What follows belongs to an exercise in optimizing a design on an open flow for small area; a production flow would make more cautious choices. The RTL was checked by simulation tests, not by an equivalence proof against the original design. In every run shown here, the design's own scripts or RTL, not TritonCTS, make the clock network. The clock input has no modelled driver; a real chip could not lean on it and would need a root buffer or a full tree. Power figures rest on the tool's default switching activity, not on a simulated workload.

File: design/flow/standard.sh
#!/bin/bash
# synth_recipe.tcl (not shown) runs the flow's synth.tcl, then flattens the netlist and writes it again
# the make line also repeats each setting of config.mk as NAME=value (left out here)
make -C /OpenROAD-flow-scripts/flow DESIGN_CONFIG=/design/flow/config.mk WORK_HOME=/design/flow/orfs CLKGATE_MAP_FILE= SYNTH_SCRIPT=/design/flow/synth_recipe.tcl "${@:-finish}"
File: design/flow/constraint.sdc
create_clock -name core_clock -period 10.0 [get_ports {i_clk}]
set_input_delay 2.0000 -clock core_clock [delete_from_list [all_inputs] [get_ports {i_clk}]]
set_output_delay 2.0000 -clock core_clock [all_outputs]
set_load 0.01 [all_outputs]
File: design/flow/flow/run.sh
#!/bin/bash
# Layout: the standard flow (standard.sh), with these changes passed to
# ORFS through its own variables:
#  - after clock_tree_synthesis, clock_tree.tcl (POST_CTS_TCL) replaces its
#    tree with a two-level tree of clkbuf_8 group buffers under a clkbuf_16,
#  - port buffers of the smallest buffer cell,
#  - power recovery (downsizing gates off the critical paths) after global
#    routing.
# The full output goes to flow.log; ORFS's per-step logs are under orfs/logs.
set -euo pipefail
export CTS_ARGS="-sink_clustering_enable -repair_clock_nets -dont_use_dummy_load -buf_list sky130_fd_sc_hd__clkbuf_8 -sink_clustering_size 20 -sink_clustering_max_diameter 60"
export BUFFER_PORTS_ARGS="-buffer_cell sky130_fd_sc_hd__buf_1"
export POST_CTS_TCL="$PWD/flow/clock_tree.tcl"
export RECOVER_POWER=100
bash standard.sh finish > flow.log 2>&1
File: design/flow/config.mk
export PLATFORM = sky130hd
export DESIGN_NAME = sync_fifo_top
export DESIGN_NICKNAME = sync_fifo_top
export VERILOG_FILES = /design/flow/design.v
export SDC_FILE = /design/flow/constraint.sdc
export NUM_CORES = 4
export LEC_CHECK = 0
export CAP_MARGIN = 20
export CORE_MARGIN = 2
export CORE_UTILIZATION = 70
export PLACE_DENSITY = 0.72
export SLEW_MARGIN = 20
export SYNTH_HIERARCHICAL = 1
export SYNTH_MINIMUM_KEEP_SIZE = 0
File: design/flow/flow/clock_tree.tcl
# Runs at the end of ORFS's CTS step (POST_CTS_TCL): replaces the clock tree
# that clock_tree_synthesis built with a two-level tree.
#  - The flip-flops are split into compact groups of at most clk_group_size:
#    vertical strips of equal count, each cut into groups along y.
#  - A group buffer whose estimated flip-flop clock slew is over
#    clk_slew_limit becomes a clkbuf_16.
set clk_group_size 20
set clk_roots 1
set clk_slew_limit 0.118
if { [info exists ::env(CLK_GROUP_SIZE)] } { set clk_group_size $::env(CLK_GROUP_SIZE) }
if { [info exists ::env(CLK_ROOTS)] } { set clk_roots $::env(CLK_ROOTS) }
if { [info exists ::env(CLK_SLEW_LIMIT)] } { set clk_slew_limit $::env(CLK_SLEW_LIMIT) }
set leaf_master sky130_fd_sc_hd__clkbuf_8
if { [info exists ::env(CLK_LEAF)] } { set leaf_master $::env(CLK_LEAF) }
set big_master sky130_fd_sc_hd__clkbuf_16

set db [ord::get_db]
set block [ord::get_db_block]
set clk_port_net [$block findNet i_clk]

# Walk the existing tree from the clock port: its buffers, their nets and the
# flip-flop clock pins it reaches.
set old_bufs {}
set old_nets {}
set sinks {}
set todo [list $clk_port_net]
while { [llength $todo] > 0 } {
  set net [lindex $todo 0]
  set todo [lrange $todo 1 end]
  foreach it [$net getITerms] {
    if { [$it getIoType] ne "INPUT" } { continue }
    set inst [$it getInst]
    set mname [[$inst getMaster] getName]
    if { [string match "sky130_fd_sc_hd__clkbuf_*" $mname] } {
      lappend old_bufs $inst
      set onet [[$inst findITerm X] getNet]
      lappend old_nets $onet
      lappend todo $onet
    } else {
      lappend sinks $it
    }
  }
}
puts "clock_tree: [llength $old_bufs] old buffers, [llength $sinks] sinks"

foreach it $sinks { $it disconnect }
foreach inst $old_bufs { odb::dbInst_destroy $inst }
foreach net $old_nets { odb::dbNet_destroy $net }

# Sink positions (centre of each flip-flop).
set pts {}
foreach it $sinks {
  set bb [[$it getInst] getBBox]
  set x [expr { ([$bb xMin] + [$bb xMax]) / 2 }]
  set y [expr { ([$bb yMin] + [$bb yMax]) / 2 }]
  lappend pts [list $x $y $it]
}
set n [llength $pts]
set k [expr { int(ceil(double($n) / $clk_group_size)) }]
set ncol [expr { int(round(sqrt($k))) }]
set groups {}
set sorted [lsort -integer -index 0 $pts]
for { set c 0 } { $c < $ncol } { incr c } {
  # strip c holds groups g0..g1-1 of the k, and their share of the sinks
  set g0 [expr { $c * $k / $ncol }]
  set g1 [expr { ($c + 1) * $k / $ncol }]
  set lo [expr { $g0 * $n / $k }]
  set hi [expr { $g1 * $n / $k }]
  set strip [lsort -integer -index 1 [lrange $sorted $lo [expr { $hi - 1 }]]]
  set m [llength $strip]
  set g [expr { $g1 - $g0 }]
  for { set j 0 } { $j < $g } { incr j } {
    set glo [expr { $j * $m / $g }]
    set ghi [expr { ($j + 1) * $m / $g }]
    lappend groups [lrange $strip $glo [expr { $ghi - 1 }]]
  }
}
puts "clock_tree: [llength $groups] groups"

set leaf_m [$db findMaster $leaf_master]
set big_m [$db findMaster $big_master]
set leaves {}
set lpos {}
set i 0
foreach grp $groups {
  set gx 0
  set gy 0
  foreach p $grp {
    incr gx [lindex $p 0]
    incr gy [lindex $p 1]
  }
  set gx [expr { $gx / [llength $grp] }]
  set gy [expr { $gy / [llength $grp] }]
  set inst [odb::dbInst_create $block $leaf_m clk_leaf_$i]
  set net [odb::dbNet_create $block clk_leaf_net_$i]
  $net setSigType CLOCK
  [$inst findITerm X] connect $net
  foreach p $grp { [lindex $p 2] connect $net }
  $inst setLocation $gx $gy
  $inst setPlacementStatus PLACED
  lappend leaves $inst
  lappend lpos [list $gx $gy]
  incr i
}
# The group buffers, in strip order, are split into clk_roots runs; each run
# is driven by a clkbuf_16 at its centre, and the clock port drives those.
set nl [llength $leaves]
for { set r 0 } { $r < $clk_roots } { incr r } {
  set lo [expr { $r * $nl / $clk_roots }]
  set hi [expr { ($r + 1) * $nl / $clk_roots }]
  set rnet [odb::dbNet_create $block clk_root_net_$r]
  $rnet setSigType CLOCK
  set sx 0
  set sy 0
  for { set j $lo } { $j < $hi } { incr j } {
    [[lindex $leaves $j] findITerm A] connect $rnet
    incr sx [lindex $lpos $j 0]
    incr sy [lindex $lpos $j 1]
  }
  set root [odb::dbInst_create $block $big_m clk_root_$r]
  [$root findITerm A] connect $clk_port_net
  [$root findITerm X] connect $rnet
  $root setLocation [expr { $sx / ($hi - $lo) }] [expr { $sy / ($hi - $lo) }]
  $root setPlacementStatus PLACED
}

detailed_placement

proc clk_leaf_slew { inst } {
  set m 0.0
  set net [get_nets -of_objects [get_pins -of_objects [get_cells [$inst getName]] -filter "direction == output"]]
  foreach p [get_pins -of_objects $net -filter "direction == input"] {
    set s [get_property $p slew_max]
    if { $s > $m } { set m $s }
  }
  return $m
}

set_propagated_clock [all_clocks]
estimate_parasitics -placement
set resized 0
foreach inst $leaves {
  set m [clk_leaf_slew $inst]
  if { $m > $clk_slew_limit } {
    if { [[$inst getMaster] getName] ne $big_master } {
      puts "clock_tree: [$inst getName] slew [format %.4f $m] -> $big_master"
      replace_cell [get_cells [$inst getName]] $big_master
      incr resized
    }
  }
}
if { $resized > 0 } {
  detailed_placement
  estimate_parasitics -placement
}
set worst 0.0
foreach inst $leaves {
  set m [clk_leaf_slew $inst]
  if { $m > $worst } { set worst $m }
}
puts "clock_tree: worst estimated flip-flop clock slew [format %.4f $worst]"
report_clock_skew
check_placement -verbose
File: design/flow/design.v
module sync_fifo_top (
    input         i_clk,
    input         i_rst_n,
    input         i_wr_en,
    input         i_rd_en,
    input  [15:0] i_din,
    output [15:0] o_dout,
    output        o_empty,
    output        o_full
);
reg  [511:0] mem;    
reg          p;      
reg  [5:0]   c;      
reg  [15:0]  dq;     
wire empty = c[5];
wire full  = ~c[5] & (&c[4:0]);
wire wr    = i_wr_en & ~full;
wire rd    = i_rd_en & ~empty;
assign o_empty = empty;
assign o_full  = full;
assign o_dout  = dq ^ {16{p}};
wire [511:0] above = {mem[495:0], i_din ^ {16{p}}};
wire [511:0] mem_nxt;
fifo_hold #(.W(512)) u_mem_nxt (
    .q(mem), .d(above), .ld(wr), .hd(~wr), .nxt(mem_nxt));
wire [32:0] sel;
genvar k, b;
generate
    for (k = 0; k < 32; k = k + 1) begin : g_sel
        assign sel[k] = rd & (c[4:0] == k);
    end
endgenerate
assign sel[32] = ~rd;
wire [15:0] dq_nxt;
generate
    for (b = 0; b < 16; b = b + 1) begin : g_bit
        wire [32:0] col;
        wire [10:0] y;
        for (k = 0; k < 32; k = k + 1) begin : g_col
            assign col[k] = mem[16*k + b];
        end
        assign col[32] = dq[b];
        for (k = 0; k < 11; k = k + 1) begin : g_aoi
            fifo_aoi3 u_aoi (.s(sel[3*k +: 3]), .d(col[3*k +: 3]), .y(y[k]));
        end
        wire [2:0] z;
        fifo_nand u_nand (.y(y), .z(z));
        assign dq_nxt[b] = ~|z;
    end
endgenerate
always @(posedge i_clk)
    mem <= mem_nxt;
always @(posedge i_clk or negedge i_rst_n) begin
    if (!i_rst_n) begin
        p  <= 1'b0;
        c  <= 6'h3f;
        dq <= 16'h0000;
    end else begin
        p  <= ~p;
        c  <= c + {5'b0, wr} - {5'b0, rd};
        dq <= dq_nxt;
    end
end
endmodule
module fifo_hold #(parameter W = 16) (
    input  [W-1:0] q,
    input  [W-1:0] d,
    input          ld,
    input          hd,
    output [W-1:0] nxt
);
assign nxt = ~((q | {W{ld}}) & (d | {W{hd}}));
endmodule
module fifo_aoi3 (
    input  [2:0] s,
    input  [2:0] d,
    output       y
);
assign y = ~|(s & d);
endmodule
module fifo_nand (
    input  [10:0] y,
    output [2:0]  z
);
assign z = {~&y[10:8], ~&y[7:4], ~&y[3:0]};
endmodule
==> results_dict.tcl, run 1 <==
set metrics [dict create \
    ant_nets 0 \
    synthCells 1524 \
    grt.total_usage_pct 32.4 \
    finalHoldViolCount 0 \
    ys_types 30 \
    cp_max_fo 257 \
    path_clk_slew_ns 0.11 \
    finalWeightedCongestion 0.871 \
    cp-end-kind "flip-flop" \
    core_sq_um 25100 \
    synth-seq-cells 535 \
    place_hpwl_microns 27100 \
    die_x_microns 164 \
    so_faults "capacitance limit, slew limit" \
    crit_start "i_wr_en" \
    synth_ff_type "dfxtp_1" \
    synth_edf_count 0 \
    dp.cells 1794 \
    ys_seq_area_share_pct 60.5 \
    timing.setup.tns_ns 0 \
    ir_drop_mv 0.179 \
    drv_cap 5 \
    worstPathArrival_ns 6.78 \
    grt_max_degree 260 \
    clk_latency_ns 0.54 \
    drv_slew 423 \
    leakage_nw 6.42 \
    firstDrtPassIters 9 \
    worst_setup_path_start_kind "input pin" \
    r2r_start "c[3]" \
    die_h_microns 164 \
    drc 0 \
    p_per_area_nw_per_um2 290 \
    pin_count 38 \
    period_needed_ns 6.58 \
    wl_microns 44600 \
    grt_pass1_vias 12289 \
    grt_pass1_wl_microns 68700 \
    clock.fmax_ghz 0.152 \
    yosys_warnings 7 \
    drtIter0Drc 2156 \
    skew_ns 0.0278 \
    r2r_cells 6 \
    drive_gt1_share_pct 4.76 \
    wl_per_cell_microns 24.5 \
    async_flop_share_pct 4.30 \
    worst_pin_slew_ns 4.98 \
    area_growth_pct 1.20 \
    portBuffers 37 \
    reg2reg_to "mem[388]" \
    grt_overflow 0 \
    crit_path_end "mem[388]" \
    worstPathCellList "buf_1 -> nand2_8 -> clkbuf_2 -> o22ai_1" \
    setup_viol 0 \
    ff2ff_setup_slack_ns 3.61 \
    num_antenna_cells 0 \
    finalNonFillerCells 1822 \
    whs_ns 0.452 \
    crit_type "input pin to flip-flop" \
    cp_data_required_time_ns 10.20 \
    syn_area_sq_um 17900 \
    routed-via-count 13612 \
    row_count 58 \
    initial_utilization_pct 71.3 \
    antenna_found_initial 0 \
    fin_nets 1524 \
    cts_sinks 535 \
    status "failed layout checks" \
    slowest_stage "clkbuf_2" \
    fin_area_sq_um 18100 \
    die_area_sq_um 26900 \
    place_area_sq_um 17700 \
    slew_headroom_pct -232 \
    vias_per_cell 7.47 \
    slowest_delay_ns 3.40 \
    min_period_over_period_pct 65.8 \
    min_path_type "flip-flop to flip-flop" \
    rsz0062_at_grt "no" \
    avgSynthCellArea_sq_um 11.7 \
]
[registers in the layout, summed over array words and instances, names as in the netlist]
signal  cells
dq         16
p           1
mem       512
c           6
[per-module statistics from Yosys, one instance, submodules excluded, excerpt]
module	area, sq um	cells
sync_fifo_top	11700	674
fifo_aoi3	10.0	1
fifo_nand	17.5	3
[critical path: cells and delay by family]
kind                   cells  cell delay (ns)
AOI/OAI and AO/OA          1             0.21
and+or+nand+nor            1             0.56
buffers and inverters      2             3.53
[synthesized netlist by cell type, drive strengths merged (2+ instances only)]
| master | instances | area, sq um |
|---|---|---|
| clkbuf | 9 | 114 |
| inv | 11 | 41.3 |
| a21oi | 3 | 15.0 |
| nand2b | 2 | 12.5 |
| nand4 | 32 | 200 |
| nor2 | 34 | 128 |
| buf | 112 | 858 |
| dfstp | 6 | 158 |
| xnor2 | 2 | 17.5 |
| o22ai | 512 | 3200 |
| a222oi | 176 | 1760 |
| nand3 | 25 | 125 |
| dfxtp | 512 | 10200 |
| ha | 9 | 113 |
| nand2 | 3 | 13.8 |
| nor3 | 17 | 85.1 |
| dfrtp | 17 | 425 |
| xor2 | 35 | 307 |
[cells in the final DEF (no fill, tap or decap), drive strengths merged, types with 2 or more instances in the layout]
master	n
inv	11
nand2b	2
dfstp	6
ha	9
nand4	32
nand3	25
buf	57
o22ai	512
a222oi	176
nor2	34
clkbuf	32
xor2	35
dfxtp	512
nand2	3
xnor2	2
dfrtp	17
nor3	17
a21oi	3
[cell type report]
cell class	count	area, sq um
inverters	11	48.8
plain buffers	28	408
fillers	1850	7000
repair buffers	61	325
flip-flops and latches	535	10800
well taps	330	413
multi-input cells	857	6080
[metal layers]
layer	vias to the layer above	wire length [microns]	GRT usage, %
met4	0	2050	13.4
met5	-	0	0
li1	6320	-	-
met1	6625	18400	45.9
met3	106	3560	3.33
met2	561	20700	51.2
[cells by family after synthesis]
group	synth area share (%)
buffers and inverters	5.66
flip-flops	60.5
adder cells (fa/ha/maj)	0.741
AND/OR/NAND/NOR	3.25
AO/OA/AOI/OAI	28.0
XOR/XNOR	1.81
[worst min-delay path by stage]
stage / from / end / cells after the start
global route: mem[458] / mem[474] / 1
finish: mem[458] / mem[474] / 1
detailed placement: mem[499] / mem[499] / 1
floorplan: mem[496] / mem[496] / 1
global placement: mem[498] / mem[498] / 1
[power breakdown]
group / internal [mW] / switching, mW / leakage, nW / total (mW)
Combinational: 0.474 / 0.559 / 1.63 / 1.03
Sequential: 2.81 / 0.550 / 4.57 / 3.36
Clock: 0.268 / 0.588 / 0.212 / 0.856
[per-stage QoR]
| stage | power [mW] | util (%) | setup WS (ns) |
|---|---|---|---|
| floorplan | 4.03 | - | 6.04 |
| global placement | 4.34 | 70.7 | 5.21 |
| detailed placement | 4.41 | 70.7 | 5.14 |
| global route | 5.51 | 72.1 | 3.09 |
| finish | 5.25 | 72.1 | 3.42 |
==> inputs of run 2 (changes only) <==
==> design/flow/flow/run.sh (replaced) <==
#!/bin/bash
# Layout: the standard flow (standard.sh), with these changes passed to
# ORFS through its own variables:
#  - after clock_tree_synthesis, clock_tree.tcl (POST_CTS_TCL) replaces its
#    tree with a two-level tree of clkbuf_8 group buffers under a clkbuf_16,
#  - port buffers of the smallest buffer cell.
# The full output goes to flow.log; ORFS's per-step logs are under orfs/logs.
set -euo pipefail
export CTS_ARGS="-sink_clustering_enable -repair_clock_nets -dont_use_dummy_load -buf_list sky130_fd_sc_hd__clkbuf_8 -sink_clustering_size 20 -sink_clustering_max_diameter 60"
export BUFFER_PORTS_ARGS="-buffer_cell sky130_fd_sc_hd__buf_1"
export POST_CTS_TCL="$PWD/flow/clock_tree.tcl"
bash standard.sh finish > flow.log 2>&1
==> run 2 against run 1 <==
- now clean on timing, DRC and antenna
- clock power hardly changed
- worst setup slack better by 2.3 ns
- via count about the same
==> results_dict.tcl, run 2 <==
set metrics [dict create \
    grt_max_degree 260 \
    cp-end-kind "flip-flop" \
    seqPwrFrac_pct 64.0 \
    cp_data_required_time_ns 10.36 \
    dp_slack_ns 5.14 \
    min_period_over_period_pct 43.2 \
    cts_sinks 535 \
    yosys_warnings 7 \
    synth_ff_type "dfxtp_1" \
    firstDrtPassIters 8 \
    status "complete, no violations" \
    clk_latency_ns 0.54 \
    combinationalPowerShare_pct 19.7 \
    synth_commonest_cells "dfxtp_1, o22ai_1, a222oi_1" \
    die_area_sq_um 26900 \
    period_needed_ns 4.32 \
    slowest_delay_ns 0.80 \
    clock.fmax_ghz 0.232 \
    slew_headroom_pct 24.0 \
    regMostFlops "mem" \
    portBuffers 37 \
    antenna_found_initial 0 \
    drv_slew 0 \
    fillers 1844 \
    timing.setup.tns_ns 0 \
    die_x_microns 164 \
    total_power_mw 5.24 \
    cp_max_fo 259 \
    worst_pin_slew_ns 1.14 \
    wl_per_cell_microns 24.5 \
    leakage_nw 6.44 \
    ys_seq_area_share_pct 60.5 \
    row_count 58 \
    worstPathArrival_ns 4.68 \
    die_h_microns 164 \
    worst_setup_path_start_kind "input pin" \
    ir_drop_mv 0.180 \
    multi_input_area_sq_um 6110 \
    slowest_stage "inv_8" \
    p_per_area_nw_per_um2 289 \
    avgSynthCellArea_sq_um 11.7 \
    whs_ns 0.452 \
    worst_slack_ns 5.68 \
    async_flop_share_pct 4.30 \
    path_clk_slew_ns 0.11 \
    grt_pass1_wl_microns 68700 \
    min_path_type "flip-flop to flip-flop" \
    synthCells 1524 \
    reg_top3 "mem (512), dq (16), c (6)" \
    ant_nets 0 \
    pin_count 38 \
    setup_viol 0 \
    synth_top_area_share_pct 57.3 \
    power_switching_mw 1.70 \
    largest_reg_flops 512 \
    clockPowerShare_pct 16.3 \
    synth_top_cell_by_area "dfxtp_1" \
    grt_overflow 0 \
    vias_per_cell 7.48 \
    ys_types 30 \
    sw_frac_of_total_pct 32.4 \
    syn_area_sq_um 17900 \
    synth_area_leaders "dfxtp_1, o22ai_1, a222oi_1" \
    core_sq_um 25100 \
    crit_type "input pin to flip-flop" \
    area_growth_pct 1.45 \
    drtIter0Drc 2130 \
    finalWeightedCongestion 0.871 \
    fin_nets 1524 \
    synth-seq-cells 535 \
    finalHoldViolCount 0 \
    drv_cap 0 \
    grt.total_usage_pct 32.4 \
    rsz0062_at_grt "no" \
    skew_ns 0.0278 \
    drc 0 \
    initial_utilization_pct 71.3 \
    wl_microns 44600 \
    place_hpwl_microns 27100 \
    intPower_mw 3.54 \
    grt_pass1_vias 12289 \
    routed-via-count 13620 \
    num_antenna_cells 0 \
    seq_area_sq_um 10800 \
    final_cell_mix "o22ai_1, dfxtp_1, a222oi_1" \
    drive_gt1_share_pct 5.23 \
    worstPathCellList "buf_1 -> nand2_8 -> inv_8 -> buf_12 -> o22ai_1" \
    synth_edf_count 0 \
]
## run 2: stage by stage
step	utilization [%]	instance area [sq um]	instances
2_1_floorplan	-	17900	1524
3_3_place_gp	70.7	17700	1794
3_5_place_dp	70.7	17700	1794
5_1_grt	72.3	18200	1822
6_report	72.3	18200	1822
## run 2: routing by layer
metal	wire [microns]	GRT usage, %	share of wire, %	up-vias
li1	-	-	-	6332
met1	18300	45.9	41	6613
met2	20500	51.2	46	567
met3	3630	3.33	8.1	108
met4	2070	13.4	4.6	0
met5	0	0	0	-
## run 2: final timing paths
check	startpoint	end	slack [ns]	depth (start not counted)
setup / recovery	i_wr_en	mem[388]	5.68	5
hold / removal	mem[458]	mem[474]	0.45	1
setup reg to reg	c[2]	mem[388]	6.39	7
hold reg to reg	mem[458]	mem[474]	0.45	1
max in group asynchronous	i_rst_n	c[2]	8.21	2
min in group asynchronous	i_rst_n	dq[14]	1.44	2
## run 2: power by group through the flow
stage                     registers, mW  clock network, mW  logic, mW
after floorplan                    3.21                  0      0.821
after global placement             3.36                  0      0.975
after detailed placement           3.39                  0       1.02
after global routing               3.44              0.940       1.13
final                              3.36              0.854       1.03
## run 2: cells by family after synthesis
kind of cell    after synthesis  synth area share, %
compound gates              695                 28.0
xor+xnor                     37                 1.81
fa+ha+maj                    10                0.741
buf+inv                     132                 5.66
flops                       535                 60.5
simple gates                115                 3.25
## run 2: layout make-up
type | count | area share, %
Buffer | 28 | 2.25
Inverter | 11 | 0.269
Multi-Input combinational cell | 857 | 33.6
Sequential cell | 535 | 59.7
Tap cell | 330 | 2.27
Timing Repair Buffer | 61 | 1.92
## run 2: worst max-delay path, delay by kind of cell
family	cells	cell delay, ns
simple gates	1	0.46
buf+inv	3	1.67
compound gates	1	0.22
## run 2: modules after synthesis (local to each module, per instance), excerpt
| module | area [sq um] | cells inside |
|---|---|---|
| sync_fifo_top | 11700 | 674 |
| fifo_nand | 17.5 | 3 |
| fifo_aoi3 | 10.0 | 1 |
==> inputs of run 3 (changes only) <==
--- a/design/flow/config.mk
+++ b/design/flow/config.mk
@@ -7,8 +7,8 @@
 export LEC_CHECK = 0
 export CAP_MARGIN = 20
 export CORE_MARGIN = 2
-export CORE_UTILIZATION = 70
-export PLACE_DENSITY = 0.72
+export CORE_UTILIZATION = 76
+export PLACE_DENSITY = 0.8
 export SLEW_MARGIN = 20
 export SYNTH_HIERARCHICAL = 1
 export SYNTH_MINIMUM_KEEP_SIZE = 0
==> run 3 against run 2 <==
- critical path type unchanged
- register-to-register slack lost 0.24 ns
- highest routed layer unchanged
- largest cell class unchanged
- global-route usage grew 2.1 points
- critical path depth is the same
==> results_dict.tcl, run 3 <==
set metrics [dict create \
    dp.cells 1780 \
    die_area_sq_um 24800 \
    drv_slew 0 \
    r2r_start "c[2]" \
    p_per_area_nw_per_um2 289 \
    busiest_layer "met2" \
    dp_slack_ns 5.18 \
    ir_drop_mv 0.175 \
    final_cell_mix "o22ai_1, dfxtp_1, a222oi_1" \
    die_x_microns 157 \
    clock.fmax_ghz 0.233 \
    place_hpwl_microns 26800 \
    crit_type "input pin to flip-flop" \
    min_period_over_period_pct 42.9 \
    reg_top3 "mem (512), dq (16), c (6)" \
    worstPathArrival_ns 4.65 \
    leakage_nw 6.41 \
    cp-end-kind "flip-flop" \
    row_count 56 \
    synth_edf_count 0 \
    grt_pass1_vias 12262 \
    portBuffers 37 \
    regMostFlops "mem" \
    synth_ff_type "dfxtp_1" \
    routed-via-count 13686 \
    syn_area_sq_um 17900 \
    ant_nets 0 \
    pin_count 38 \
    async_flop_share_pct 4.30 \
    drtIter0Drc 2244 \
    grt.total_usage_pct 34.5 \
    synth_top_cell_by_area "dfxtp_1" \
    vias_per_cell 7.57 \
    min_path_type "flip-flop to flip-flop" \
    grt_overflow 0 \
    die_h_microns 157 \
    synth_area_leaders "dfxtp_1, o22ai_1, a222oi_1" \
    ys_types 30 \
    period_needed_ns 4.29 \
    whs_ns 0.456 \
    wl_microns 43900 \
    synthCells 1524 \
    area_growth_pct 1.27 \
    synth_top_area_share_pct 57.3 \
    firstDrtPassIters 8 \
    wl_per_cell_microns 24.3 \
    timing.setup.tns_ns 0 \
    finalNonFillerCells 1808 \
    grt_pass1_wl_microns 67200 \
    finalHoldViolCount 0 \
    hold_start "mem[507]" \
    finalWeightedCongestion 0.902 \
    groute.layer.met3.usage_pct 4.13 \
    cp_max_fo 197 \
    avgSynthCellArea_sq_um 11.7 \
    cp_data_required_time_ns 10.36 \
    yosys_warnings 7 \
    crit_start "i_wr_en" \
    cts_sinks 535 \
    grt_util_met1_pct 47.8 \
    slew_headroom_pct 23.2 \
    clk_latency_ns 0.54 \
    status "complete, no violations" \
    setup_viol 0 \
    use_met2_pct 56.2 \
    path_clk_slew_ns 0.11 \
    initial_utilization_pct 76.9 \
    synth-seq-cells 535 \
    rsz0062_at_grt "no" \
    worst_pin_slew_ns 1.15 \
    drc 0 \
    skew_ns 0.0282 \
    drive_gt1_share_pct 5.44 \
    grt_max_degree 220 \
    drv_cap 0 \
    synth_commonest_cells "dfxtp_1, o22ai_1, a222oi_1" \
    antenna_found_initial 0 \
    total_power_mw 5.23 \
    ys_seq_area_share_pct 60.5 \
    fillers 1600 \
    largest_reg_flops 512 \
    fin_nets 1521 \
    worst_slack_ns 5.71 \
    worst_setup_path_start_kind "input pin" \
    core_sq_um 23300 \
    num_antenna_cells 0 \
]
[run 3: cell types whose count changed in the layout (fill, tap and decap cells not counted)]
| cell | previous run | this run |
|---|---|---|
| nor2_2 | 12 | 18 |
| nor2_1 | 22 | 16 |
| buf_12 | 2 | 1 |
| buf_4 | 21 | 19 |
[run 3: cells by family after synthesis]
| logic type | count (synthesis) | synth area share [%] |
|---|---|---|
| adders and majority gates | 10 | 0.741 |
| and+or+nand+nor | 115 | 3.25 |
| buffers and inverters | 132 | 5.66 |
| xor gates and xnor gates | 37 | 1.81 |
| DFF | 535 | 60.5 |
| AOI/OAI and AO/OA | 695 | 28.0 |
[run 3: worst paths after layout]
kind	end	slack, ns	depth (start not counted)
max	mem[280]	5.71	5
min in group asynchronous	dq[14]	1.45	2
max reg2reg	mem[37]	6.15	7
max in group asynchronous	c[3]	8.20	2
min	mem[507]	0.46	1
min reg2reg	mem[507]	0.46	1
[run 3: cell type report]
type | count | area [sq um] | share of cell area, %
sequential | 535 | 10800 | 59.8
multi-input combinational | 857 | 6120 | 33.8
buffer | 28 | 408 | 2.25
tap | 319 | 399 | 2.20
timing repair buffer | 58 | 313 | 1.73
inverter | 11 | 48.8 | 0.269
[run 3: power breakdown]
part	switching, mW	leakage [nW]	internal (mW)	total [mW]
combinational	0.560	1.63	0.468	1.03
clock	0.582	0.212	0.268	0.850
sequential	0.552	4.57	2.80	3.36
total	1.69	6.41	3.54	5.23
[run 3: metal layers]
metal,part of all wire [%],up-vias
met5,0,-
met4,4.5,0
met3,8.2,111
met2,47,623
met1,40,6642
li1,-,6310
[run 3: metrics by stage]
stage / util (%) / cell area, sq um
2_1_floorplan: - / 17900
3_3_place_gp: 76.1 / 17700
3_5_place_dp: 76.1 / 17700
5_1_grt: 77.9 / 18100
6_report: 77.9 / 18100
[run 3: critical path, cell delays in order]
cell	delay, ns
buf_1	0.19
nand2_8	0.38
inv_8	0.83
buf_4	0.84
o22ai_1	0.23
[run 3: Yosys stat by module (local to each module, per instance), a selection]
module / times used / flip-flops and latches / cells
sync_fifo_top: 1 / 535 / 674
fifo_nand: 16 / 0 / 3
fifo_aoi3: 176 / 0 / 1
==> inputs of run 4 (changes only) <==
--- a/design/flow/config.mk
+++ b/design/flow/config.mk
@@ -5,10 +5,10 @@
 export SDC_FILE = /design/flow/constraint.sdc
 export NUM_CORES = 4
 export LEC_CHECK = 0
-export CAP_MARGIN = 20
+export CAP_MARGIN = 5
 export CORE_MARGIN = 2
 export CORE_UTILIZATION = 76
 export PLACE_DENSITY = 0.8
-export SLEW_MARGIN = 20
+export SLEW_MARGIN = 5
 export SYNTH_HIERARCHICAL = 1
 export SYNTH_MINIMUM_KEEP_SIZE = 0
==> run 4 against run 3 <==
- largest cell class unchanged
- routed wire length decreased by 0.28%
- combinational power about the same
- global-route usage unchanged
- design area about the same
- synthesized cell count unchanged
- hold slack got worse by 0.0030 ns
- utilization about the same
- final cell count unchanged
- sequential power about the same
- worst setup slack got worse by 0.047 ns
- flip-flop and latch count unchanged
==> results_dict.tcl, run 4 <==
set metrics [dict create \
    ant_nets 0 \
    path_clk_slew_ns 0.12 \
    yosys_warnings 7 \
    power_switching_mw 1.70 \
    final_cell_mix "o22ai_1, dfxtp_1, a222oi_1" \
    final_core_util_pct 77.9 \
    timing.setup.tns_ns 0 \
    synthSimpleGateAreaFrac_pct 3.25 \
    p_per_area_nw_per_um2 289 \
    regMostFlops "mem" \
    initial_utilization_pct 76.9 \
    cp-end-kind "flip-flop" \
    worst_slack_ns 5.66 \
    place_area_sq_um 17700 \
    status "complete, no violations" \
    largest_reg_flops 512 \
    synth_xor_area_share_pct 1.81 \
    worstPathArrival_ns 4.70 \
    cpLargestDelayFamily "buffers and inverters" \
    fin_nets 1521 \
    cp_max_fo 197 \
    drv_cap 0 \
    min_period_over_period_pct 43.4 \
    synth_commonest_cells "dfxtp_1, o22ai_1, a222oi_1" \
    finalWeightedCongestion 0.902 \
    setup_viol 0 \
    multi_input_area_sq_um 6120 \
    row_count 56 \
    period_needed_ns 4.34 \
    synth_compound_area_share_pct 28.0 \
    seqPwrFrac_pct 64.1 \
    grt.total_usage_pct 34.5 \
    worstPathCellList "buf_1 -> nand2_8 -> inv_8 -> buf_4 -> o22ai_1" \
    min_path_type "flip-flop to flip-flop" \
    portBuffers 37 \
    synth_top_area_share_pct 57.3 \
    grt_overflow 0 \
    wl_per_cell_microns 24.2 \
    drive_gt1_share_pct 5.44 \
    drv_slew 0 \
    syn_area_sq_um 17900 \
    routed-via-count 13715 \
    yosys-mux-area-fraction_pct 0 \
    skew_ns 0.0265 \
    synth_top_cell_by_area "dfxtp_1" \
    intPower_mw 3.54 \
    clockPowerShare_pct 16.3 \
    clk_latency_ns 0.54 \
    reg_top3 "mem (512), dq (16), c (6)" \
    dp_slack_ns 5.18 \
    wl_microns 43800 \
    drc 0 \
    area_growth_pct 1.24 \
    leakage_nw 6.41 \
    grt_pass1_wl_microns 67200 \
    seq_area_sq_um 10800 \
    core_sq_um 23300 \
    worst_pin_slew_ns 1.19 \
    worst_setup_path_start_kind "input pin" \
    synth_edf_count 0 \
    die_area_sq_um 24800 \
    rsz0062_at_grt "no" \
    grt_max_degree 220 \
    crit_type "input pin to flip-flop" \
    die_h_microns 157 \
    slowest_delay_ns 0.84 \
    combinationalPowerShare_pct 19.6 \
    avgSynthCellArea_sq_um 11.7 \
    finalHoldViolCount 0 \
    synth-seq-cells 535 \
    async_flop_share_pct 4.30 \
    slew_headroom_pct 20.8 \
    pin_count 38 \
    fillers 1600 \
    cp_data_required_time_ns 10.37 \
    ys_seq_area_share_pct 60.5 \
    antenna_found_initial 0 \
    ir_drop_mv 0.175 \
    num_antenna_cells 0 \
    sw_frac_of_total_pct 32.4 \
    synthAdderAreaFrac_pct 0.741 \
    synth_ff_type "dfxtp_1" \
    ys_types 30 \
    firstDrtPassIters 9 \
    clock.fmax_ghz 0.231 \
    grt_pass1_vias 12262 \
    synthCells 1524 \
    fin_area_sq_um 18100 \
    crit_buf_inv 3 \
    synth_area_leaders "dfxtp_1, o22ai_1, a222oi_1" \
    drtIter0Drc 2185 \
    place_hpwl_microns 26800 \
    slowest_stage "inv_8" \
    die_x_microns 157 \
    synth_top_family_by_area "compound AO/OA/AOI/OAI gates" \
    vias_per_cell 7.59 \
    cts_sinks 535 \
]
-- run 4: cell count changes in the layout (fill, tap and decap cells not counted) --
cell   before  now
buf_4      19   20
buf_6       1    0
-- run 4: logic make-up after synthesis --
group / Yosys count
flops: 535
xor+xnor: 37
simple gates: 115
compound gates: 695
fa+ha+maj: 10
buf+inv: 132
-- run 4: per-stage QoR --
| step | hold slack (ns) | total power, mW | cells |
|---|---|---|---|
| 3_3_place_gp | 0.429 | 4.32 | 1780 |
| 6_report | 0.453 | 5.24 | 1808 |
| 5_1_grt | 0.462 | 5.49 | 1808 |
| 2_1_floorplan | 0.422 | 4.03 | 1524 |
| 3_5_place_dp | 0.440 | 4.39 | 1780 |
-- run 4: power groups by stage --
stage	combinational [mW]	sequential (mW)	clock [mW]
3_5_place_dp	1.01	3.39	0
2_1_floorplan	0.821	3.21	0
5_1_grt	1.12	3.43	0.934
6_report	1.03	3.36	0.853
3_3_place_gp	0.964	3.35	0
-- run 4: cell type report --
type | instances | area share [%]
multi-input cells | 857 | 33.8
inverters | 11 | 0.269
flip-flops and latches | 535 | 59.8
well taps | 319 | 2.20
plain buffers | 28 | 2.25
repair buffers | 58 | 1.71
-- run 4: per-layer routing --
metal / vias to the layer above / share of wire (%) / global-route usage, %
met2: 664 / 47 / 56.2
met5: - / 0 / 0
met3: 117 / 8.6 / 4.13
met4: 0 / 4.5 / 12.4
li1: 6308 / - / -
met1: 6626 / 40 / 47.8
-- run 4: worst paths after layout --
path                                 end  cells past startpoint  slack (ns)      from
worst max-delay path            mem[280]                      5        5.66   i_wr_en
worst min-delay path            mem[506]                      1        0.45  mem[506]
worst max register to register   mem[86]                      7        5.86      c[2]
worst min register to register  mem[506]                      1        0.45  mem[506]
max in group asynchronous           c[3]                      2        8.20   i_rst_n
min in group asynchronous         dq[14]                      2        1.45   i_rst_n
-- run 4: modules after synthesis (local to each module, per instance), a selection --
module / cells inside / area, sq um / times used / flops+latches
fifo_aoi3: 1 / 10.0 / 176 / 0
sync_fifo_top: 674 / 11700 / 1 / 535
fifo_nand: 3 / 17.5 / 16 / 0
==> inputs of run 5 (changes only) <==
--- a/design/flow/flow/clock_tree.tcl
+++ b/design/flow/flow/clock_tree.tcl
@@ -4,7 +4,7 @@
 #    vertical strips of equal count, each cut into groups along y.
 #  - A group buffer whose estimated flip-flop clock slew is over
 #    clk_slew_limit becomes a clkbuf_16.
-set clk_group_size 20
+set clk_group_size 21
 set clk_roots 1
 set clk_slew_limit 0.118
 if { [info exists ::env(CLK_GROUP_SIZE)] } { set clk_group_size $::env(CLK_GROUP_SIZE) }
==> run 5 against run 4 <==
- design area about the same
- clock skew up 0.0045 ns
- routed wire length is 0.54% higher
- flip-flop and latch count unchanged
- register-to-register slack improved by 0.02 ns
- highest routed layer unchanged
==> results_dict.tcl, run 5 <==
set metrics [dict create \
    ant_nets 0 \
    synth_xor_area_share_pct 1.81 \
    leakage_nw 6.41 \
    wl_per_cell_microns 24.4 \
    grt_pass1_wl_microns 67000 \
    synthSimpleGateAreaFrac_pct 3.25 \
    worstPathArrival_ns 4.70 \
    cp_max_fo 120 \
    ys_types 30 \
    die_h_microns 157 \
    drtIter0Drc 2325 \
    dp.cells 1780 \
    synth_commonest_cells "dfxtp_1, o22ai_1, a222oi_1" \
    row_count 56 \
    slowest_stage "buf_4" \
    async_flop_share_pct 4.30 \
    wl_microns 44000 \
    drv_slew 0 \
    timing.setup.tns_ns 0 \
    crit_path_end "mem[165]" \
    min_period_over_period_pct 43.6 \
    num_antenna_cells 0 \
    grt_max_degree 220 \
    grt_pass1_vias 12241 \
    place_area_sq_um 17700 \
    ys_seq_area_share_pct 60.5 \
    ir_drop_mv 0.180 \
    cp-end-kind "flip-flop" \
    routed-via-count 13687 \
    cts_sinks 535 \
    vias_per_cell 7.57 \
    p_per_area_nw_per_um2 289 \
    synth_ff_type "dfxtp_1" \
    worstPathCellList "buf_1 -> nand2_8 -> buf_4 -> buf_4 -> o22ai_1" \
    fin_nets 1520 \
    clk_latency_ns 0.54 \
    slowest_delay_ns 0.99 \
    drv_cap 0 \
    avgSynthCellArea_sq_um 11.7 \
    synth_top_area_share_pct 57.3 \
    finalHoldViolCount 0 \
    min_path_type "flip-flop to flip-flop" \
    period_needed_ns 4.36 \
    core_sq_um 23300 \
    slew_headroom_pct 21.5 \
    r2r_start "c[3]" \
    grt.total_usage_pct 34.5 \
    synth_compound_area_share_pct 28.0 \
    clock.fmax_ghz 0.230 \
    grt_overflow 0 \
    yosys-mux-area-fraction_pct 0 \
    path_clk_slew_ns 0.12 \
    portBuffers 37 \
    antenna_found_initial 0 \
    rsz0062_at_grt "no" \
    skew_ns 0.0310 \
    crit_start "i_wr_en" \
    cp_data_required_time_ns 10.34 \
    initial_utilization_pct 76.9 \
    fin_area_sq_um 18100 \
    synth_area_leaders "dfxtp_1, o22ai_1, a222oi_1" \
    yosys_warnings 7 \
    final_cell_mix "o22ai_1, dfxtp_1, a222oi_1" \
    status "complete, no violations" \
    drc 0 \
    syn_area_sq_um 17900 \
    drive_gt1_share_pct 5.38 \
    reg2reg_to "mem[165]" \
    ff2ff_setup_slack_ns 5.88 \
    r2r_cells 7 \
    pin_count 38 \
    crit_type "input pin to flip-flop" \
    synth-seq-cells 535 \
    regMostFlops "mem" \
    critPathMostFrequentCell "buf_4" \
    die_area_sq_um 24800 \
    finalWeightedCongestion 0.902 \
    finalNonFillerCells 1807 \
    die_x_microns 157 \
    area_growth_pct 1.23 \
    synthAdderAreaFrac_pct 0.741 \
    setup_viol 0 \
    synthCells 1524 \
    place_hpwl_microns 26800 \
    worst_pin_slew_ns 1.18 \
    synth_edf_count 0 \
    worst_setup_path_start_kind "input pin" \
    synth_top_cell_by_area "dfxtp_1" \
    synth_top_family_by_area "compound AO/OA/AOI/OAI gates" \
    largest_reg_flops 512 \
    firstDrtPassIters 9 \
    reg_top3 "mem (512), dq (16), c (6)" \
    hold_start "mem[284]" \
    fillers 1594 \
]
## run 5: cell counts after synthesis
No cell type changed its count.
## run 5: worst min path at each step
stage | endpoint | cells after the start
after floorplan | mem[496] | 1
after global placement | mem[499] | 1
after detailed placement | mem[506] | 1
after global routing | mem[331] | 1
final | mem[300] | 1
## run 5: report_power, final
part | total, mW | switching [mW] | internal [mW]
Combinational | 1.03 | 0.561 | 0.468
Sequential | 3.36 | 0.553 | 2.80
Clock | 0.855 | 0.587 | 0.268
Total | 5.24 | 1.70 | 3.54
## run 5: worst max-delay path: cells and delay by family
kind            cells  cell delay (ns)
compound gates      1             0.17
buf+inv             3             1.96
simple gates        1             0.45
## run 5: per-layer routing
layer / GRT usage [%] / share of wire, % / wire length, microns
met5: 0 / 0 / 0
met4: 12.7 / 4.3 / 1910
met3: 4.32 / 8.7 / 3830
met2: 56.1 / 47 / 20700
met1: 47.6 / 40 / 17600
## run 5: logic make-up after synthesis
group / count (synthesis)
AO/OA/AOI/OAI: 695
XOR/XNOR: 37
adder cells (fa/ha/maj): 10
buffers and inverters: 132
flip-flops: 535
AND/OR/NAND/NOR: 115
## run 5: modules after synthesis, one instance, submodules excluded, excerpt
| module | cells inside | area, sq um | flip-flops and latches |
|---|---|---|---|
| fifo_nand | 3 | 17.5 | 0 |
| fifo_aoi3 | 1 | 10.0 | 0 |
| sync_fifo_top | 674 | 11700 | 535 |
## run 5: layout make-up
| class | instances | area (sq um) | share of cell area (%) |
|---|---|---|---|
| timing repair buffer | 58 | 309 | 1.71 |
| buffer | 27 | 405 | 2.24 |
| inverter | 11 | 48.8 | 0.269 |
| sequential | 535 | 10800 | 59.8 |
| multi-input combinational | 857 | 6120 | 33.8 |
| tap | 319 | 399 | 2.20 |
## run 5: metrics by stage
| step | utilization, % | setup slack, ns | hold WS (ns) | total power [mW] |
|---|---|---|---|---|
| after floorplan | - | 6.04 | 0.422 | 4.03 |
| after global placement | 76.1 | 5.27 | 0.429 | 4.32 |
| after detailed placement | 76.1 | 5.18 | 0.440 | 4.39 |
| after global routing | 77.9 | 5.46 | 0.465 | 5.48 |
| final | 77.9 | 5.64 | 0.444 | 5.24 |
==> inputs of run 6 (changes only) <==
==> design/flow/flow/run.sh (replaced) <==
#!/bin/bash
# Layout: the standard flow (standard.sh), with these changes passed to
# ORFS through its own variables:
#  - after clock_tree_synthesis, clock_tree.tcl (POST_CTS_TCL) replaces its
#    tree with a two-level tree of clkbuf_8 group buffers under a clkbuf_16,
#  - port buffers of the smallest buffer cell,
#  - the buffers Yosys/ABC inserted are removed at floorplan (the placement
#    is not timing driven, so global placement does not remove them).
# The full output goes to flow.log; ORFS's per-step logs are under orfs/logs.
set -euo pipefail
export CTS_ARGS="-sink_clustering_enable -repair_clock_nets -dont_use_dummy_load -buf_list sky130_fd_sc_hd__clkbuf_8 -sink_clustering_size 20 -sink_clustering_max_diameter 60"
export BUFFER_PORTS_ARGS="-buffer_cell sky130_fd_sc_hd__buf_1"
export REMOVE_ABC_BUFFERS=1
export POST_CTS_TCL="$PWD/flow/clock_tree.tcl"
bash standard.sh finish > flow.log 2>&1
--- a/design/flow/flow/clock_tree.tcl
+++ b/design/flow/flow/clock_tree.tcl
@@ -4,7 +4,7 @@
 #    vertical strips of equal count, each cut into groups along y.
 #  - A group buffer whose estimated flip-flop clock slew is over
 #    clk_slew_limit becomes a clkbuf_16.
-set clk_group_size 21
+set clk_group_size 20
 set clk_roots 1
 set clk_slew_limit 0.118
 if { [info exists ::env(CLK_GROUP_SIZE)] } { set clk_group_size $::env(CLK_GROUP_SIZE) }
--- a/design/flow/config.mk
+++ b/design/flow/config.mk
@@ -8,6 +8,7 @@
 export CAP_MARGIN = 5
 export CORE_MARGIN = 2
 export CORE_UTILIZATION = 76
+export GPL_TIMING_DRIVEN = 0
 export PLACE_DENSITY = 0.8
 export SLEW_MARGIN = 5
 export SYNTH_HIERARCHICAL = 1
==> run 6 against run 5 <==
- critical endpoint is now mem[379]
- critical path type unchanged
- worst setup slack worse by 0.85 ns
- combinational power hardly changed
- largest cell class unchanged
- register-to-register slack worse by 0.51 ns
- largest power group unchanged
- clock skew shrank 0.019 ns
- utilization increased by 0.070 points
- still clean on timing, DRC and antenna
- maximum frequency decreased by 16%
- final cell count is 0.55% lower
- flip-flop and latch count is the same
- die area unchanged
==> results_dict.tcl, run 6 <==
set metrics [dict create \
    status "complete, no violations" \
    reg2reg_to "mem[488]" \
    worst_pin_slew_ns 1.34 \
    grt_pass1_vias 11648 \
    slew_headroom_pct 10.2 \
    synthSimpleGateAreaFrac_pct 3.25 \
    synthAdderAreaFrac_pct 0.741 \
    vias_per_cell 7.35 \
    rsz0062_at_grt "no" \
    synth-seq-cells 535 \
    setup_viol 0 \
    antenna_found_initial 0 \
    drv_cap 0 \
    synth_commonest_cells "dfxtp_1, o22ai_1, a222oi_1" \
    ys_types 30 \
    slowest_delay_ns 0.54 \
    synth_compound_area_share_pct 28.0 \
    syn_area_sq_um 17900 \
    hold_depth 1 \
    grt_overflow 0 \
    pin_count 38 \
    ir_drop_mv 0.175 \
    final_cell_mix "o22ai_1, dfxtp_1, a222oi_1" \
    area_growth_pct 1.32 \
    leakage_nw 6.39 \
    path_clk_slew_ns 0.12 \
    ant_nets 0 \
    drc 0 \
    worstPathArrival_ns 5.58 \
    skew_ns 0.0119 \
    reg_top3 "mem (512), dq (16), c (6)" \
    finalHoldViolCount 0 \
    crit_type "input pin to flip-flop" \
    period_needed_ns 5.21 \
    die_area_sq_um 24800 \
    initial_utilization_pct 76.9 \
    finalWeightedCongestion 0.846 \
    die_x_microns 157 \
    final_core_util_pct 78.0 \
    synth_ff_type "dfxtp_1" \
    drtIter0Drc 2117 \
    cp_data_required_time_ns 10.37 \
    avgSynthCellArea_sq_um 11.7 \
    p_per_area_nw_per_um2 284 \
    hold-path-endpoint "mem[496]" \
    drv_slew 0 \
    ff2ff_setup_slack_ns 5.37 \
    grt_max_degree 182 \
    core_sq_um 23300 \
    synth_top_cell_by_area "dfxtp_1" \
    portBuffers 37 \
    grt_pass1_wl_microns 60700 \
    synthCells 1524 \
    regMostFlops "mem" \
    routed-via-count 13211 \
    largest_reg_flops 512 \
    hold_start "mem[496]" \
    firstDrtPassIters 14 \
    clk_latency_ns 0.52 \
    r2r_cells 11 \
    cp-end-kind "flip-flop" \
    fin_nets 1510 \
    synth_edf_count 0 \
    slowest_stage "buf_16" \
    cp_max_fo 181 \
    cts_sinks 535 \
    async_flop_share_pct 4.30 \
    yosys_warnings 7 \
    synth_top_family_by_area "compound AO/OA/AOI/OAI gates" \
    num_antenna_cells 0 \
    critPathMostFrequentCell "buf_16" \
    ys_seq_area_share_pct 60.5 \
    row_count 56 \
    place_hpwl_microns 24000 \
    worstPathCellList "buf_1 -> nand2_8 -> buf_16 -> buf_16 -> inv_8 -> buf_16 -> buf_16 -> buf_16 -> o22ai_1" \
    synth_top_area_share_pct 57.3 \
    clock.fmax_ghz 0.192 \
    min_path_type "flip-flop to flip-flop" \
    yosys-mux-area-fraction_pct 0 \
    wl_per_cell_microns 21.3 \
    finalNonFillerCells 1797 \
    synth_area_leaders "dfxtp_1, o22ai_1, a222oi_1" \
    r2r_start "c[3]" \
    synth_xor_area_share_pct 1.81 \
    min_period_over_period_pct 52.1 \
    worst_setup_path_start_kind "input pin" \
    wl_microns 38300 \
    dp.cells 1769 \
    die_h_microns 157 \
    drive_gt1_share_pct 4.60 \
    grt.total_usage_pct 29.9 \
]
==> run 6: cell count changes in the layout (fill, tap and decap cells not counted), sizes merged <==
cell	delta
clkbuf	+1
buf	-11
==> run 6: final cells by class <==
class,instances,area (sq um)
repair buffers,47,348
fillers,1595,5130
inverters,11,48.8
plain buffers,28,397
flip-flops and latches,535,10800
well taps,319,399
multi-input cells,857,6110
==> run 6: worst max-delay path by stage <==
stage,to,depth (start not counted),slack [ns],from
floorplan,mem[0],3,-4.86,i_wr_en
global placement,mem[448],4,-12.42,i_wr_en
detailed placement,mem[379],9,4.44,i_wr_en
global route,mem[488],9,4.62,i_wr_en
finish,mem[379],9,4.79,i_wr_en
==> run 6: cells by family (layout without fill, tap and decap cells) <==
| logic type | after synthesis | count (layout) |
|---|---|---|
| fa+ha+maj | 10 | 10 |
| xor+xnor | 37 | 37 |
| simple gates | 115 | 115 |
| compound gates | 695 | 695 |
| flops | 535 | 535 |
| buf+inv | 132 | 86 |
==> run 6: per-layer routing <==
metal	global-route usage, %	routed length (microns)
met1	45.9	17600
met2	46.5	17500
met3	2.59	2610
met4	6.32	576
met5	0	0
==> run 6: modules after synthesis (local to each module, per instance), a selection <==
module / cells / times used / flops+latches / area (sq um)
fifo_nand: 3 / 16 / 0 / 17.5
sync_fifo_top: 674 / 1 / 535 / 11700
fifo_aoi3: 1 / 176 / 0 / 10.0
==> run 6: where the power goes <==
part           internal, mW  total (mW)  switching [mW]
Combinational         0.471        1.02           0.545
Sequential             2.80        3.30           0.499
Clock                 0.260       0.836           0.576
Total                  3.53        5.15            1.62
==> run 6: stage by stage <==
stage | setup WS, ns | hold WS [ns] | total power, mW | setup TNS (ns) | instance area, sq um
after floorplan | -4.86 | 0.422 | 4.00 | -2490.73 | 16900
after detailed placement | 4.44 | 0.438 | 4.33 | 0 | 17700
after global routing | 4.62 | 0.470 | 5.43 | 0 | 18100
final | 4.79 | 0.452 | 5.15 | 0 | 18100
after global placement | -12.42 | 0.431 | 4.27 | -6326.94 | 17500
==> run 6: worst max-delay path, delay by kind of cell <==
family / cells / cell delay [ns]
compound gates: 1 / 0.20
buf+inv: 7 / 2.74
simple gates: 1 / 0.25

what the ideal ports hide:
How much do the figures lean on ideal ports? The routed layouts below were timed once more, with nothing changed but the port constraints.
Step 1 (the two cells are an assumption about what drives the block):
set clk [get_ports {i_clk}]
set_driving_cell -lib_cell sky130_fd_sc_hd__clkbuf_16 $clk
set_driving_cell -lib_cell sky130_fd_sc_hd__buf_2 [delete_from_list [all_inputs] $clk]
Step 2 adds t to the input delays and takes it off the output delays; t is the mean of the earliest and latest rising clock arrival at the registers after step 1. Input paths then give back, and output paths get back, about the clock's delay inside the block.
a / b / c = ideal ports / drivers / drivers and shift; a / b = the first two.
run | shift t [ns] | slack for setup (ns) | worst hold slack (ns) | worst data-port slew with drivers (ns) | cell pins on the clock port's net
run 1 | 0.577 | 3.417 / 3.446 / 2.869 | 0.452 / 0.452 / 0.452 | 0.03 | 1
run 2 | 0.576 | 5.681 / 5.707 / 5.132 | 0.452 / 0.452 / 0.452 | 0.03 | 1
run 3 | 0.574 | 5.709 / 5.729 / 5.155 | 0.456 / 0.456 / 0.456 | 0.04 | 1
run 4 | 0.577 | 5.662 / 5.681 / 5.104 | 0.453 / 0.453 / 0.453 | 0.04 | 1
run 5 | 0.576 | 5.645 / 5.669 / 5.093 | 0.444 / 0.444 / 0.444 | 0.04 | 1
run 6 | 0.560 | 4.790 / 4.818 / 4.258 | 0.452 / 0.452 / 0.452 | 0.03 | 1
The setup slack of run 4, which loses most, moves by +0.019 ns with the drivers and by -0.558 ns with both steps.
